Background: an optimization exercise with open tools, aiming at small area. Do not read the settings as production practice.
RTL that was checked went through simulation tests only; none was proved equivalent to the original.
Power figures rest on the tool's default switching activity, not on a simulated workload.

==> module counter_modulator, before the edit <==
module counter_modulator(
    input  wire clk,
    input  wire rst,
    input  wire sd_a, sd_b, sd_c,
    output wire count_a, count_b, count_c
);
    reg [5:0] period_cnt;
    wire last = (period_cnt == 6'd59);
    wire first = (period_cnt == 6'd0);
    always @(posedge clk) begin
        if (rst | last) period_cnt <= 0;
        else period_cnt <= period_cnt + 1'b1;
    end
    window_count wa (.clk(clk), .rst(rst), .sd_bs(sd_a), .last(last), .first(first), .period_cnt(period_cnt), .count(count_a));
    window_count wb (.clk(clk), .rst(rst), .sd_bs(sd_b), .last(last), .first(first), .period_cnt(period_cnt), .count(count_b));
    window_count wc (.clk(clk), .rst(rst), .sd_bs(sd_c), .last(last), .first(first), .period_cnt(period_cnt), .count(count_c));
endmodule
==> module window_count, before the edit <==
module window_count(
    input  wire       clk,
    input  wire       rst,
    input  wire       sd_bs,
    input  wire       last,
    input  wire       first,
    input  wire [5:0] period_cnt,
    output reg        count
);
    reg [5:0] sum;
    reg [5:0] latched_sum;
    always @(posedge clk) begin
        if (rst) begin
            sum <= 0; latched_sum <= 0; count <= 1'b0;
        end else begin
            if (last) begin
                latched_sum <= sum + sd_bs;
                sum <= 0;
            end else
                sum <= sum + sd_bs;
            count <= first ? (latched_sum != 0) : (count & (period_cnt != latched_sum));
        end
    end
endmodule
export LEC_CHECK = 0
export CAP_MARGIN = 20
export CORE_MARGIN = 2
export CORE_UTILIZATION = 40
export CTS_BUF_LIST = sky130_fd_sc_hd__clkbuf_4
export CTS_CLUSTER_DIAMETER = 60
export CTS_CLUSTER_SIZE = 10
export SLEW_MARGIN = 20
create_clock -name core_clock -period 10.0 [get_ports {clk}]
standard.sh (not shown) runs the stock make flow with config.mk's settings and CLKGATE_MAP_FILE= SYNTH_SCRIPT=/design/flow/synth_recipe.tcl, a recipe that flattens the netlist after the stock synthesis.
==> flow/flow/run.sh <==
#!/bin/bash
# Standard synthesis, then the combinational logic between the registers
# (and the half adders) re-mapped by ABC for area, then the standard layout
# with the smallest buffer on the ports.  Registers, full-adder cells and
# their names are kept as the standard synthesis made them.
set -euo pipefail
export BUFFER_PORTS_ARGS="-buffer_cell sky130_fd_sc_hd__buf_1"
bash standard.sh synth > synth.log 2>&1

R=orfs/results/${FLOW_PLATFORM}/three_phase_shape/base
LIB=$FLOW_HOME/platforms/sky130hd/lib/sky130_fd_sc_hd__tt_025C_1v80.lib
YOSYS=$FLOW_HOME/../tools/install/yosys/bin/yosys
[[ -x $YOSYS ]] || YOSYS=yosys
DU=$(sed -n '/DONT_USE_CELLS/,/^$/p' $FLOW_HOME/platforms/sky130hd/config.mk | grep -o "sky130_fd_sc_hd__[a-z0-9_]*" | sed 's/^/-dont_use /' | tr '\n' ' ')
cp $R/1_2_yosys.v std_synth.v
cat > reopt.ys <<EOS
read_liberty -ignore_miss_func $LIB
blackbox sky130_fd_sc_hd__dfxtp_1 sky130_fd_sc_hd__fa_1 sky130_fd_sc_hd__conb_1
read_verilog std_synth.v
hierarchy -top $FLOW_TOP
flatten
opt_clean -purge
abc -liberty $LIB $DU -script +strash;&get,-n;&dch,-f;&nf,-R,1000;&put;
opt_clean -purge
insbuf -buf sky130_fd_sc_hd__buf_1 A X
hilomap -singleton -hicell sky130_fd_sc_hd__conb_1 HI -locell sky130_fd_sc_hd__conb_1 LO
opt_clean -purge
tee -o reopt_stat.txt stat -liberty $LIB $FLOW_TOP
write_verilog -noattr -noexpr -nohex -nodec -selected reopt.v
EOS
$YOSYS -s reopt.ys > reopt.log 2>&1
cp reopt.v $R/1_2_yosys.v
rm -f $R/1_synth.odb $R/1_synth.sdc
bash standard.sh > layout.log 2>&1
Edit:
--- a/flow/design.v
+++ b/flow/design.v
@@ -64,46 +64,51 @@
     end
 endmodule
 `timescale 1ns/1ps
 module counter_modulator(
     input  wire clk,
-    input  wire rst,
+    input  wire rst,      
     input  wire sd_a, sd_b, sd_c,
     output wire count_a, count_b, count_c
 );
     reg [5:0] period_cnt;
     wire last = (period_cnt == 6'd59);
-    wire first = (period_cnt == 6'd0);
     always @(posedge clk) begin
-        if (rst | last) period_cnt <= 0;
-        else period_cnt <= period_cnt + 1'b1;
+        if (rst)
+            period_cnt <= 0;
+        else if (last)
+            period_cnt <= 0;
+        else
+            period_cnt <= period_cnt + 1'b1;
     end
-    window_count wa (.clk(clk), .rst(rst), .sd_bs(sd_a), .last(last), .first(first), .period_cnt(period_cnt), .count(count_a));
-    window_count wb (.clk(clk), .rst(rst), .sd_bs(sd_b), .last(last), .first(first), .period_cnt(period_cnt), .count(count_b));
-    window_count wc (.clk(clk), .rst(rst), .sd_bs(sd_c), .last(last), .first(first), .period_cnt(period_cnt), .count(count_c));
+    window_count wa (.clk(clk), .rst(rst), .sd_bs(sd_a), .last(last), .period_cnt(period_cnt), .count(count_a));
+    window_count wb (.clk(clk), .rst(rst), .sd_bs(sd_b), .last(last), .period_cnt(period_cnt), .count(count_b));
+    window_count wc (.clk(clk), .rst(rst), .sd_bs(sd_c), .last(last), .period_cnt(period_cnt), .count(count_c));
 endmodule
 module window_count(
     input  wire       clk,
     input  wire       rst,
     input  wire       sd_bs,
     input  wire       last,
-    input  wire       first,
     input  wire [5:0] period_cnt,
     output reg        count
 );
     reg [5:0] sum;
     reg [5:0] latched_sum;
     always @(posedge clk) begin
         if (rst) begin
-            sum <= 0; latched_sum <= 0; count <= 1'b0;
+            sum         <= 0;
+            latched_sum <= 0;
+            count       <= 1'b0;
         end else begin
             if (last) begin
                 latched_sum <= sum + sd_bs;
-                sum <= 0;
-            end else
+                sum         <= 0;
+            end else begin
                 sum <= sum + sd_bs;
-            count <= first ? (latched_sum != 0) : (count & (period_cnt != latched_sum));
+            end
+            count <= (period_cnt < latched_sum);
         end
     end
 endmodule
 `timescale 1us/1ns
 module three_phase_shape(
Result:
- total power came out lower by 2.9%
- non-clock buffer count grows by 1
- clock power increases by 8.0%
- design area is lower by 0.32%
- first-iteration DRC count falls by 18%
- combinational power went down by about 5%
- fmax decreases by about 0.55%
- clock-buffer cell count is higher by 2
- die area came out lower by 0.76%
- critical path depth stays the same


Another version of the RTL of three_phase_shape (not shown whole).
## three_phase_shape
module three_phase_shape(
    clk, rst, omega, phaseA, phaseB, phaseC, phaseAx, phaseBx, phaseCx, pwmA, pwmB, pwmC, countA, countB, countC);
==> module window_count, before the edit <==
module window_count(
    input  wire       clk,
    input  wire       rst,
    input  wire       sd_bs,
    input  wire       last,
    input  wire [5:0] period_cnt,
    output reg        count
);
    reg [5:0] sum;
    reg [5:0] n_latched;     
    wire [5:0] latched_sum = ~n_latched;
    always @(posedge clk) begin
        if (rst) begin
            sum         <= 0;
            n_latched   <= 6'h3f;
            count       <= 1'b0;
        end else begin
            if (last) begin
                n_latched   <= ~(sum + sd_bs);
                sum         <= 0;
            end else begin
                sum <= sum + sd_bs;
            end
            count <= (period_cnt < latched_sum);
        end
    end
endmodule
clock: 10.0 ns
lec_check: 0
cap_margin: 20
core_margin: 2
core_utilization: 40
cts_buf_list: sky130_fd_sc_hd__clkbuf_4
cts_cluster_diameter: 60
cts_cluster_size: 10
slew_margin: 20
==> flow/flow/run.sh <==
#!/bin/bash
# Standard synthesis, then the combinational logic between the registers
# (and the half adders) re-mapped by ABC for area, then the standard layout
# with the smallest buffer on the ports and no clock-tree dummy loads.  Registers, full-adder cells and
# their names are kept as the standard synthesis made them.
set -euo pipefail
export BUFFER_PORTS_ARGS="-buffer_cell sky130_fd_sc_hd__buf_1"
# The clock tree as config.mk asks for, without dummy loads.
export CTS_ARGS="-sink_clustering_enable -repair_clock_nets -sink_clustering_size 10 -sink_clustering_max_diameter 60 -buf_list sky130_fd_sc_hd__clkbuf_4 -dont_use_dummy_load"
bash standard.sh synth > synth.log 2>&1

R=orfs/results/${FLOW_PLATFORM}/three_phase_shape/base
LIB=$FLOW_HOME/platforms/sky130hd/lib/sky130_fd_sc_hd__tt_025C_1v80.lib
YOSYS=$FLOW_HOME/../tools/install/yosys/bin/yosys
[[ -x $YOSYS ]] || YOSYS=yosys
DU=$(sed -n '/DONT_USE_CELLS/,/^$/p' $FLOW_HOME/platforms/sky130hd/config.mk | grep -o "sky130_fd_sc_hd__[a-z0-9_]*" | sed 's/^/-dont_use /' | tr '\n' ' ')
cp $R/1_2_yosys.v std_synth.v
cat > reopt.ys <<EOS
read_liberty -ignore_miss_func $LIB
blackbox sky130_fd_sc_hd__dfxtp_1 sky130_fd_sc_hd__fa_1 sky130_fd_sc_hd__conb_1
read_verilog std_synth.v
hierarchy -top $FLOW_TOP
flatten
opt_clean -purge
abc -liberty $LIB $DU -script +strash;&get,-n;&dch,-f;&nf,-R,1000;&put;
opt_clean -purge
insbuf -buf sky130_fd_sc_hd__buf_1 A X
hilomap -singleton -hicell sky130_fd_sc_hd__conb_1 HI -locell sky130_fd_sc_hd__conb_1 LO
opt_clean -purge
tee -o reopt_stat.txt stat -liberty $LIB $FLOW_TOP
write_verilog -noattr -noexpr -nohex -nodec -selected reopt.v
EOS
$YOSYS -s reopt.ys > reopt.log 2>&1
cp reopt.v $R/1_2_yosys.v
rm -f $R/1_synth.odb $R/1_synth.sdc
bash standard.sh > layout.log 2>&1
Then changed:
--- a/flow/design.v
+++ b/flow/design.v
@@ -92,20 +92,19 @@
     input  wire       last,
     input  wire [5:0] period_cnt,
     output reg        count
 );
     reg [5:0] sum;
-    reg [5:0] n_latched;     
-    wire [5:0] latched_sum = ~n_latched;
+    reg [5:0] latched_sum;
     always @(posedge clk) begin
         if (rst) begin
             sum         <= 0;
-            n_latched   <= 6'h3f;
+            latched_sum <= 0;
             count       <= 1'b0;
         end else begin
             if (last) begin
-                n_latched   <= ~(sum + sd_bs);
+                latched_sum <= sum + sd_bs;
                 sum         <= 0;
             end else begin
                 sum <= sum + sd_bs;
             end
             count <= (period_cnt < latched_sum);
Result: Global-route usage came out higher by 0.26 points. Area after synthesis came out higher by 0.38%. First-iteration DRC count went down by 3.0%. Die area came out higher by 0.38%. Routed wire length came out higher by 2.1%. Count of clock-buffer cells in the layout is unchanged. Total power hardly moves. Combinational power hardly moves. Sequential share of layout area drops by 0.22 points.


Another version of the RTL of three_phase_shape (not shown whole).
Size: about 0.011 mm2 of cells after synthesis.
==> module sd2, before the edit <==
module sd2(clk, rst, sd_in, bs_out);
input clk;
input rst;                       
input signed [15:0] sd_in;       
output bs_out;                   
reg [17:0] n_reg1;    
wire [17:0] sd_reg1 = ~n_reg1;
reg [17:0] n_reg2;    
wire [17:0] sd_reg2 = ~n_reg2;
wire s = sd_reg1[17];
assign bs_out = ~s;
wire [17:0] y = {~s, ~s, ~sd_in[15], sd_in[14:0]};
wire [2:0] a_top = sd_reg1[17:15] + {~s, ~s, 1'b1};
wire [17:0] a = {a_top, sd_reg1[14:0]};
wire [17:0] r2, r1;
rca #(18) add2 (.a(sd_reg2), .b(y), .ci(~s), .s(r2));
rca #(18) add1 (.a(a), .b(r2), .ci(~s), .s(r1));
always @(posedge clk) begin
	if (rst) begin
		n_reg1 <= 18'h3ffff;
		n_reg2 <= 18'h3ffff;
	end else begin
		n_reg1 <= ~r1;
		n_reg2 <= ~r2;
	end
end
endmodule
==> module modulator, before the edit <==
module modulator(input wire clk, input wire rst, input wire sd_bs, output reg pwm);
    reg [4:0] nk;  
    wire [4:0] k = ~nk;
    reg q;
    wire en = sd_bs ^ pwm;
    wire up = sd_bs;
    wire t1 = en & (k[0] ~^ up);
    wire t2 = t1 & (k[1] ~^ up);
    wire t3 = t2 & (k[2] ~^ up);
    wire t4 = t3 & (k[3] ~^ up);
    always @(posedge clk) begin
        if (rst) begin nk <= 5'b01111; q <= 0; pwm <= 0; end
        else begin
            nk <= ~(k ^ {t4, t3, t2, t1, en});
            pwm <= q;
            if (!k[4] && k != 0) q <= 1'b1;
            else if (k[4]) q <= 1'b0;
        end
    end
endmodule
==> module window_count, before the edit <==
module window_count(
    input  wire       clk,
    input  wire       rst,
    input  wire       sd_bs,
    input  wire       last,
    input  wire [5:0] period_cnt,
    output reg        count
);
    reg [5:0] n_sum;     
    wire [5:0] sum = ~n_sum;
    reg [5:0] n_latched;     
    wire [5:0] latched_sum = ~n_latched;
    always @(posedge clk) begin
        if (rst) begin
            n_sum       <= 6'h3f;
            n_latched   <= 6'h3f;
            count       <= 1'b0;
        end else begin
            if (last) begin
                n_latched   <= ~(sum + sd_bs);
                n_sum       <= 6'h3f;
            end else begin
                n_sum <= ~(sum + sd_bs);
            end
            count <= (period_cnt < latched_sum);
        end
    end
endmodule
Settings: LEC_CHECK=0, CAP_MARGIN=20, CORE_MARGIN=2, CORE_UTILIZATION=40, CTS_BUF_LIST=sky130_fd_sc_hd__clkbuf_4, CTS_CLUSTER_DIAMETER=60, CTS_CLUSTER_SIZE=10, SLEW_MARGIN=20; clock period 10.0 ns.
Scripts as last shown in full above: flow/flow/run.sh
Next try:
--- a/flow/design.v
+++ b/flow/design.v
@@ -3,29 +3,28 @@
 input clk;
 input rst;                       
 input signed [15:0] sd_in;       
 output bs_out;                   
 reg [17:0] n_reg1;    
 wire [17:0] sd_reg1 = ~n_reg1;
-reg [17:0] n_reg2;    
-wire [17:0] sd_reg2 = ~n_reg2;
+reg [17:0] sd_reg2;
 wire s = sd_reg1[17];
 assign bs_out = ~s;
 wire [17:0] y = {~s, ~s, ~sd_in[15], sd_in[14:0]};
 wire [2:0] a_top = sd_reg1[17:15] + {~s, ~s, 1'b1};
 wire [17:0] a = {a_top, sd_reg1[14:0]};
 wire [17:0] r2, r1;
 rca #(18) add2 (.a(sd_reg2), .b(y), .ci(~s), .s(r2));
 rca #(18) add1 (.a(a), .b(r2), .ci(~s), .s(r1));
 always @(posedge clk) begin
 	if (rst) begin
 		n_reg1 <= 18'h3ffff;
-		n_reg2 <= 18'h3ffff;
+		sd_reg2 <= 0;
 	end else begin
 		n_reg1 <= ~r1;
-		n_reg2 <= ~r2;
+		sd_reg2 <= r2;
 	end
 end
 endmodule
 module rca #(parameter W = 8) (
     input  wire [W-1:0] a,
     input  wire [W-1:0] b,
@@ -44,25 +43,24 @@
         end
     endfunction
     assign s = add(a, b, ci);
 endmodule
 `timescale 1ns/1ps
 module modulator(input wire clk, input wire rst, input wire sd_bs, output reg pwm);
-    reg [4:0] nk;  
-    wire [4:0] k = ~nk;
+    reg [4:0] k;  
     reg q;
     wire en = sd_bs ^ pwm;
     wire up = sd_bs;
     wire t1 = en & (k[0] ~^ up);
     wire t2 = t1 & (k[1] ~^ up);
     wire t3 = t2 & (k[2] ~^ up);
     wire t4 = t3 & (k[3] ~^ up);
     always @(posedge clk) begin
-        if (rst) begin nk <= 5'b01111; q <= 0; pwm <= 0; end
+        if (rst) begin k <= 5'b10000; q <= 0; pwm <= 0; end
         else begin
-            nk <= ~(k ^ {t4, t3, t2, t1, en});
+            k <= k ^ {t4, t3, t2, t1, en};
             pwm <= q;
             if (!k[4] && k != 0) q <= 1'b1;
             else if (k[4]) q <= 1'b0;
         end
     end
 endmodule
@@ -92,27 +90,26 @@
     input  wire       rst,
     input  wire       sd_bs,
     input  wire       last,
     input  wire [5:0] period_cnt,
     output reg        count
 );
-    reg [5:0] n_sum;     
-    wire [5:0] sum = ~n_sum;
+    reg [5:0] sum;
     reg [5:0] n_latched;     
     wire [5:0] latched_sum = ~n_latched;
     always @(posedge clk) begin
         if (rst) begin
-            n_sum       <= 6'h3f;
+            sum         <= 0;
             n_latched   <= 6'h3f;
             count       <= 1'b0;
         end else begin
             if (last) begin
                 n_latched   <= ~(sum + sd_bs);
-                n_sum       <= 6'h3f;
+                sum         <= 0;
             end else begin
-                n_sum <= ~(sum + sd_bs);
+                sum <= sum + sd_bs;
             end
             count <= (period_cnt < latched_sum);
         end
     end
 endmodule
 `timescale 1us/1ns
The new run completed without violations.
Wire length goes down by 0.45%.
Sequential share of layout area falls by 0.26 points.
Via count grows by 2.8%.
Cell area went up by 0.69%.
Cell count rises by 1.6%.
Combinational power went up by about 5%.
Count of clock-buffer cells in the layout stays the same.
Area after synthesis goes up by 1.0%.
First-iteration DRC count increases by 18%.
No functional check of the RTL was part of any run of this note.

[re-timing with driven ports]
No port has a modelled driver above. Below, the same layouts with a new extraction and two added sets of constraints. Step 1: set_driving_cell puts a clkbuf_16 on clk and a buf_2 on each other input, an assumption about the parent block. Step 2 also shifts input and output timing later by t, the mid clock arrival at the registers, as if the neighbouring blocks saw the same clock. Slacks: ideal ports / drivers / drivers and shift; pairs: ideal ports / drivers.
| run | t, ns | setup slack, ns | latest minus earliest clock arrival (ns) |
|---|---|---|---|
| the first run of note 1 | 0.703 | 1.019 / 1.043 / 0.340 | 0.036 / 0.036 |
| the second run of note 1 | 0.697 | 0.970 / 0.981 / 0.284 | 0.023 / 0.022 |
| the first run of note 2 | 0.697 | 0.888 / 0.893 / 0.196 | 0.034 / 0.034 |
| the second run of note 2 | 0.693 | 0.927 / 0.927 / 0.446 | 0.034 / 0.034 |
| the first run of note 3 | 0.683 | 0.426 / 0.397 / -0.286 | 0.095 / 0.095 |
| the second run of note 3 | 0.679 | 0.413 / 0.401 / -0.279 | 0.054 / 0.053 |
With both steps, setup timing fails in the first run of note 3 and the second run of note 3, where it was met with ideal ports. The setup slack of the first run of note 3, which loses most, moves by -0.029 ns with the drivers and by -0.712 ns with both steps.
